What follows belongs to an exercise in optimizing a design on an open flow for small area and a short achievable clock period; a production flow would make more cautious choices.
The RTL was checked by simulation tests, not by an equivalence proof against the original design.
No activity file was given, so power comes from the tool's default toggle rates.

==> build 20 <==
==> flow/design.v (excerpt) <==
module fpmul_pipe (clk, oprA, oprB, Result);
    input clk;
    input [31:0] oprA, oprB;
    output [31:0] Result;
    wire [129:0] r1_d;
    wire [7:0] e1_d;
    wire s1_d;
    reg [129:0] r1_q;
    reg [7:0] e1_q;
    reg s1_q;
    wire [24:0] p2_d;
    reg [24:0] p2_q;
    reg [7:0] e2_q;
    reg s2_q;
    fpmul_sa u_sa (.oprA(oprA), .oprB(oprB), .r1(r1_d), .e1(e1_d), .s1(s1_d));
    fpmul_sb u_sb (.r1(r1_q), .p2(p2_d));
    fpmul_sc u_sc (.p2(p2_q), .e2(e2_q), .s2(s2_q), .Result(Result));
    always @(posedge clk)
    begin
        r1_q <= r1_d;
        e1_q <= e1_d;
        s1_q <= s1_d;
        p2_q <= p2_d;
        e2_q <= e1_q;
        s2_q <= s1_q;
    end
endmodule
export LEC_CHECK = 0
export CAP_MARGIN = 20
export CORE_MARGIN = 2
export CORE_UTILIZATION = 40
export SETUP_SLACK_MARGIN = 5
export SLEW_MARGIN = 20
export SYNTH_HIERARCHICAL = 1
export SYNTH_MINIMUM_KEEP_SIZE = 0
export TNS_END_PERCENT = 0
create_clock -name core_clock -period 9.5 [get_ports {clk}]
standard.sh (not shown) runs the stock make flow with config.mk's settings and CLKGATE_MAP_FILE= SYNTH_SCRIPT=/design/flow/synth_recipe.tcl, a recipe that flattens the netlist after the stock synthesis.
==> flow/flow/run.sh <==
#!/bin/bash
# The standard layout, except that the port buffers are buf_2 cells rather than the
# clkdlybuf4s50_1 delay cells buffer_ports picks by default.
set -euo pipefail
export BUFFER_PORTS_ARGS="-buffer_cell sky130_fd_sc_hd__buf_2"
bash standard.sh finish > orfs_flow.log 2>&1
==> build 80 (differences from build 20) <==
==> flow/flow/run.sh (replaced) <==
#!/bin/bash
# The standard layout, except that the port buffers are buf_4 cells rather than the
# clkdlybuf4s50_1 delay cells buffer_ports picks by default, and that timing repair aims
# for a setup slack of 6.5 ns at the 9.5 ns clock.
set -euo pipefail
export BUFFER_PORTS_ARGS="-buffer_cell sky130_fd_sc_hd__buf_4"
export SETUP_SLACK_MARGIN=6.5
bash standard.sh finish > orfs_flow.log 2>&1
--- a/flow/config.mk
+++ b/flow/config.mk
@@ -9,7 +9,5 @@
 export CORE_MARGIN = 2
 export CORE_UTILIZATION = 40
-export SETUP_SLACK_MARGIN = 5
 export SLEW_MARGIN = 20
 export SYNTH_HIERARCHICAL = 1
 export SYNTH_MINIMUM_KEEP_SIZE = 0
-export TNS_END_PERCENT = 0
==> build 18 (differences from build 20) <==
==> flow/flow/run.sh (replaced) <==
#!/bin/bash
# The standard layout, except that the port buffers are buf_4 cells rather than the
# clkdlybuf4s50_1 delay cells buffer_ports picks by default.
set -euo pipefail
export BUFFER_PORTS_ARGS="-buffer_cell sky130_fd_sc_hd__buf_4"
bash standard.sh finish > orfs_flow.log 2>&1
--- a/flow/config.mk
+++ b/flow/config.mk
@@ -8,8 +8,7 @@
 export CAP_MARGIN = 20
 export CORE_MARGIN = 2
-export CORE_UTILIZATION = 40
+export CORE_UTILIZATION = 60
 export SETUP_SLACK_MARGIN = 5
 export SLEW_MARGIN = 20
 export SYNTH_HIERARCHICAL = 1
 export SYNTH_MINIMUM_KEEP_SIZE = 0
-export TNS_END_PERCENT = 0
==> impl_metrics.py <==
metrics = {
    "pwr": {
        "power.switching_mw": 3.76,
    },
    "setup_path": {
        "required_ps": 9830,
    },
    "outcome": {
        "status": "no timing/DRC/antenna violations",
    },
    "route": {
        "drt-initial-drc-count": 1033,
    },
}
-- figures above: build 18

==> impl_metrics.py <==
metrics = {
    "outcome": {
        "status": "no timing/DRC/antenna violations",
    },
    "pwr": {
        "power.switching_mw": 3.64,
    },
    "layout": {
        "synthToLayoutAreaGrowth_pct": 2.55,
        "final_common_cell": "xnor2_1",
    },
    "route": {
        "drt-initial-drc-count": 1308,
    },
    "floorplanning": {
        "ios": 97,
    },
}
-- figures above: build 20

==> impl_metrics.py <==
metrics = {
    "outcome": {
        "status": "no timing/DRC/antenna violations",
    },
    "setup_path": {
        "required_ps": 9870,
    },
    "route": {
        "drt-initial-drc-count": 1657,
    },
    "pwr": {
        "power.switching_mw": 4.94,
    },
}
-- figures above: build 80


==> inputs of 03-27 <==
Starting RTL as in the previous note.
export LEC_CHECK = 0
export CAP_MARGIN = 20
export CORE_MARGIN = 2
export CORE_UTILIZATION = 40
export SETUP_SLACK_MARGIN = 5
export SLEW_MARGIN = 20
export SYNTH_HIERARCHICAL = 1
export SYNTH_MINIMUM_KEEP_SIZE = 0
create_clock -name core_clock -period 9.5 [get_ports {clk}]
==> flow/flow/run.sh <==
#!/bin/bash
# The standard layout, except that the port buffers are buf_4 cells rather than the
# clkdlybuf4s50_1 delay cells buffer_ports picks by default.
set -euo pipefail
export BUFFER_PORTS_ARGS="-buffer_cell sky130_fd_sc_hd__buf_4"
bash standard.sh finish > orfs_flow.log 2>&1
==> 03-12 (differences from 03-27) <==
==> flow/flow/run.sh (replaced) <==
#!/bin/bash
# The standard layout, except that the port buffers are buf_4 cells rather than the
# clkdlybuf4s50_1 delay cells buffer_ports picks by default, and that timing repair aims
# for a setup slack of 5.5 ns at the 9.5 ns clock.
set -euo pipefail
export BUFFER_PORTS_ARGS="-buffer_cell sky130_fd_sc_hd__buf_4"
export SETUP_SLACK_MARGIN=5.5
bash standard.sh finish > orfs_flow.log 2>&1
SETUP_SLACK_MARGIN = not set   (was 5)
==> 10-28 (differences from 03-27) <==
==> flow/flow/run.sh (replaced) <==
#!/bin/bash
# The standard layout, except that the port buffers are buf_8 cells rather than the
# clkdlybuf4s50_1 delay cells buffer_ports picks by default.
set -euo pipefail
export BUFFER_PORTS_ARGS="-buffer_cell sky130_fd_sc_hd__buf_8"
bash standard.sh finish > orfs_flow.log 2>&1
==> comparison <==
03-27 finished clean. 10-28 went through all stages and came out clean. 03-12 completed with no timing, DRC or antenna violations.
In 10-28 the count of clock-buffer cells in the layout is lower than in 03-27, by 4.
In synthesized area, 03-27 and 10-28 do not differ.
The highest first-iteration DRC count belongs to 03-12, the lowest to 03-27.
In sequential cell count, 03-12 and 03-27 do not differ.
Of 10-28 and 03-12, 03-12 has the higher routed wire length (gap 16%, measured against 03-12).
Against 03-27, the register-to-register slack of 10-28 is higher by 0.15 ns.
The highest core utilization belongs to 03-12, the lowest to 03-27.
Non-clock buffer count, highest first: 03-12, 03-27, 10-28.

## separate check: timing with driven ports
No port has a modelled driver above. Below, the same layouts with a new extraction and two added sets of constraints.
Step 1 assumes that a clkbuf_16 drives the clock port and a buf_2 every other input.
Step 2, shift: input delay + t, output delay - t, t = (earliest + latest rising clock arrival at the registers) / 2. This alone moves slack from input paths to output paths.
Slacks: ideal ports / drivers / drivers and shift; pairs: ideal ports / drivers.
run | shift t [ns] | slack for setup (ns) | clock arrival spread, ns | slew at the worst register clock pin (ns) | worst slew at a driven data input, ns
build 20 | 0.526 | 4.953 / 4.968 / 4.443 | 0.016 / 0.017 | 0.07 / 0.07 | 0.06
build 80 | 0.552 | 5.270 / 5.285 / 4.733 | 0.018 / 0.018 | 0.08 / 0.08 | 0.16
build 18 | 0.506 | 5.062 / 5.095 / 4.589 | 0.013 / 0.013 | 0.07 / 0.07 | 0.06
03-27 | 0.521 | 5.058 / 5.094 / 4.573 | 0.018 / 0.018 | 0.07 / 0.07 | 0.08
03-12 | 0.540 | 5.279 / 5.185 / 4.645 | 0.016 / 0.016 | 0.08 / 0.08 | 0.16
10-28 | 0.523 | 5.057 / 5.074 / 4.551 | 0.022 / 0.022 | 0.08 / 0.08 | 0.09
After both steps every run listed still meets setup and hold. For 03-12, which loses most, drivers alone change the setup slack by -0.094 ns; drivers and shift together by -0.634 ns.
